From an optimization exercise on the open Yosys and OpenROAD flow, aimed at small area and a short achievable clock period; shortcuts taken in it are not production practice.
Function was checked by simulation only, so behaviour that the tests miss may differ from the original.

Setup of oak:
## ALU
module ALU(
    input wire clk,
    input wire [(5**2*12)-1:0] din,
    input wire [(5**2*8)-1:0] kernel,  
    input wire [4-1:0] div,
    input wire [19-1:0] raddr_alu,
    input wire ren_alu,
    output wire [12-1:0] dout,
    output reg [19-1:0] waddr_alu,
    output wire wen_alu
    );
    reg cs0_0_0;
    reg cs0_0_1;
    reg cs0_1_0;
    reg cs0_1_1;
    reg cs0_2_0;
    reg cs0_2_1;
    reg cs0_3_0;
    reg cs0_3_1;
    reg cs0_4_0;
    reg cs0_4_1;
    reg cs0_5_0;
    reg cs0_5_1;
    reg cs0_5_2;
    reg cs0_6_0;
    reg cs0_6_1;
    reg cs0_6_2;
    reg cs0_6_3;
    reg cs0_7_0;
    reg cs0_7_1;
    reg cs0_7_2;
    reg cs0_7_3;
    reg cs0_8_0;
    reg cs0_8_1;
    reg cs0_8_2;
    reg cs0_8_3;
    reg cs0_9_0;
    reg cs0_9_1;
    reg cs0_9_2;
    reg cs0_9_3;
    reg cs0_10_0;
    reg cs0_10_1;
    reg cs0_10_2;
    reg cs0_11_0;
    reg cs0_11_1;
    reg cs0_11_2;
    reg cs0_11_3;
    reg cs0_12_0;
    reg cs0_12_1;
    reg cs0_12_2;
    reg cs0_12_3;
    reg cs0_13_0;
    reg cs0_13_1;
    reg cs0_13_2;
    reg cs0_13_3;
    reg cs0_14_0;
    reg cs0_14_1;
    reg cs0_15_0;
    reg cs0_16_0;
    reg cs1_0_0;
    reg cs1_0_1;
    reg cs1_1_0;
    reg cs1_1_1;
    reg cs1_2_0;
    reg cs1_2_1;
    reg cs1_3_0;
    reg cs1_3_1;
    reg cs1_4_0;
    reg cs1_4_1;
    reg cs1_5_0;
    reg cs1_5_1;
    reg cs1_5_2;
    reg cs1_6_0;
    reg cs1_6_1;
    reg cs1_6_2;
    reg cs1_6_3;
    reg cs1_7_0;
    reg cs1_7_1;
    reg cs1_7_2;
    reg cs1_7_3;
    reg cs1_8_0;
    reg cs1_8_1;
    reg cs1_8_2;
    reg cs1_8_3;
    reg cs1_9_0;
    reg cs1_9_1;
    reg cs1_9_2;
    reg cs1_9_3;
    reg cs1_10_0;
    reg cs1_10_1;
    reg cs1_10_2;
    reg cs1_11_0;
    reg cs1_11_1;
    reg cs1_11_2;
    reg cs1_11_3;
    reg cs1_12_0;
    reg cs1_12_1;
    reg cs1_12_2;
    reg cs1_12_3;
    reg cs1_13_0;
    reg cs1_13_1;
    reg cs1_13_2;
    reg cs1_13_3;
    reg cs1_14_0;
    reg cs1_14_1;
    reg cs1_15_0;
    reg cs1_16_0;
    reg cs2_0_0;
    reg cs2_0_1;
    reg cs2_1_0;
    reg cs2_1_1;
    reg cs2_2_0;
    reg cs2_2_1;
    reg cs2_3_0;
    reg cs2_3_1;
    reg cs2_4_0;
    reg cs2_4_1;
    reg cs2_5_0;
    reg cs2_5_1;
    reg cs2_5_2;
    reg cs2_6_0;
    reg cs2_6_1;
    reg cs2_6_2;
  ...
Size: about 5000 cells after synthesis, about 190 flip-flops, ~560 I/O pins, roughly 57000 µm² of cells after synthesis.
clock: 18.0 ns
lec_check: 0
cap_margin: 20
core_margin: 2
core_utilization: 35
place_density: 0.5
slew_margin: 20
synth_hierarchical: 1
tns_end_percent: 10
standard.sh (not shown) runs the stock make flow with config.mk's settings and CLKGATE_MAP_FILE= SYNTH_SCRIPT=/design/flow/synth_recipe.tcl, a recipe that flattens the netlist after the stock synthesis.
==> flow/flow/run.sh <==
#!/bin/bash
# The standard layout (the standard.sh, standard synthesis included) with two
# changes to how it is made:
#  - the port buffers are sky130_fd_sc_hd__buf_1 instead of the cell buffer_ports
#    picks by default (a clkdlybuf4s50_1, a slow delay cell);
set -euo pipefail
SETUP_MARGIN=9.2
bash standard.sh "BUFFER_PORTS_ARGS=-buffer_cell sky130_fd_sc_hd__buf_1" \
  "SETUP_SLACK_MARGIN=$SETUP_MARGIN" finish > standard_finish.log 2>&1
Modified inputs, pine compared to oak
Settings: CORE_UTILIZATION: 35 -> 50; PLACE_DENSITY: 0.5 -> 0.65.
==> flow/flow/run.sh <==
#!/bin/bash
# The standard layout (the standard.sh, standard synthesis included) with
# these changes to how it is made:
#  - the port buffers are sky130_fd_sc_hd__buf_1 instead of the cell buffer_ports
#    picks by default (a clkdlybuf4s50_1, a slow delay cell);
#  - global routing holds back more of met1/met2 (flow/fastroute.tcl).
# All tool output goes to standard_finish.log here and to ORFS's per-step logs
# under orfs/logs.
set -euo pipefail
SETUP_MARGIN=9.3
bash standard.sh "BUFFER_PORTS_ARGS=-buffer_cell sky130_fd_sc_hd__buf_1" \
  "SETUP_SLACK_MARGIN=$SETUP_MARGIN" "FASTROUTE_TCL=$PWD/flow/fastroute.tcl" \
  finish > standard_finish.log 2>&1
==> flow/flow/fastroute.tcl (new file) <==
# Global routing layers as the platform sets them, but with more of met1 and
# met2 held back, so that global routing moves wires up to met3/met4 and leaves
# room on met1/met2 for pin access.
set_global_routing_layer_adjustment met1 0.5
set_global_routing_layer_adjustment met2 0.35
set_global_routing_layer_adjustment met3-$::env(MAX_ROUTING_LAYER) 0.2

set_routing_layers -clock $::env(MIN_CLK_ROUTING_LAYER)-$::env(MAX_ROUTING_LAYER)
set_routing_layers -signal $::env(MIN_ROUTING_LAYER)-$::env(MAX_ROUTING_LAYER)
Results
For pine, the flow was terminated by a tool error in global routing and produced no final design.
pine -> oak: number of hold buffers added after CTS delta 0, exact match
Relative to oak, worst-case setup slack after placement has gone up in pine.
pine gives more placer congestion estimate than oak did.
Reported for pine and oak, proportion of register bits with asynchronous set or reset after synthesis turned out identical to the last digit.

[re-timing with driven ports]
In the flow no input, the clock included, has a driving cell. The finished layout below was timed again as built, in two steps. Step 1 sets driving cells, clkbuf_16 on the clock port and buf_2 on the other inputs (assumed; they add their load-dependent delay and slew). Step 2 also shifts input and output timing later by t, the mid clock arrival at the registers, as if the neighbouring blocks saw the same clock. Slacks: ideal / step 1 / step 2; pairs: ideal / step 1.
run: oak
t (ns): 0.651
setup slack, ns: 8.926 / 8.980 / 8.330
worst hold slack (ns): 0.387 / 0.387 / 0.387
worst data-port slew with drivers (ns): 0.14
pins driven straight from the clock port: 1
After both steps oak still meets setup and hold. The setup slack of oak moves by +0.054 ns with the drivers and by -0.596 ns with both steps.
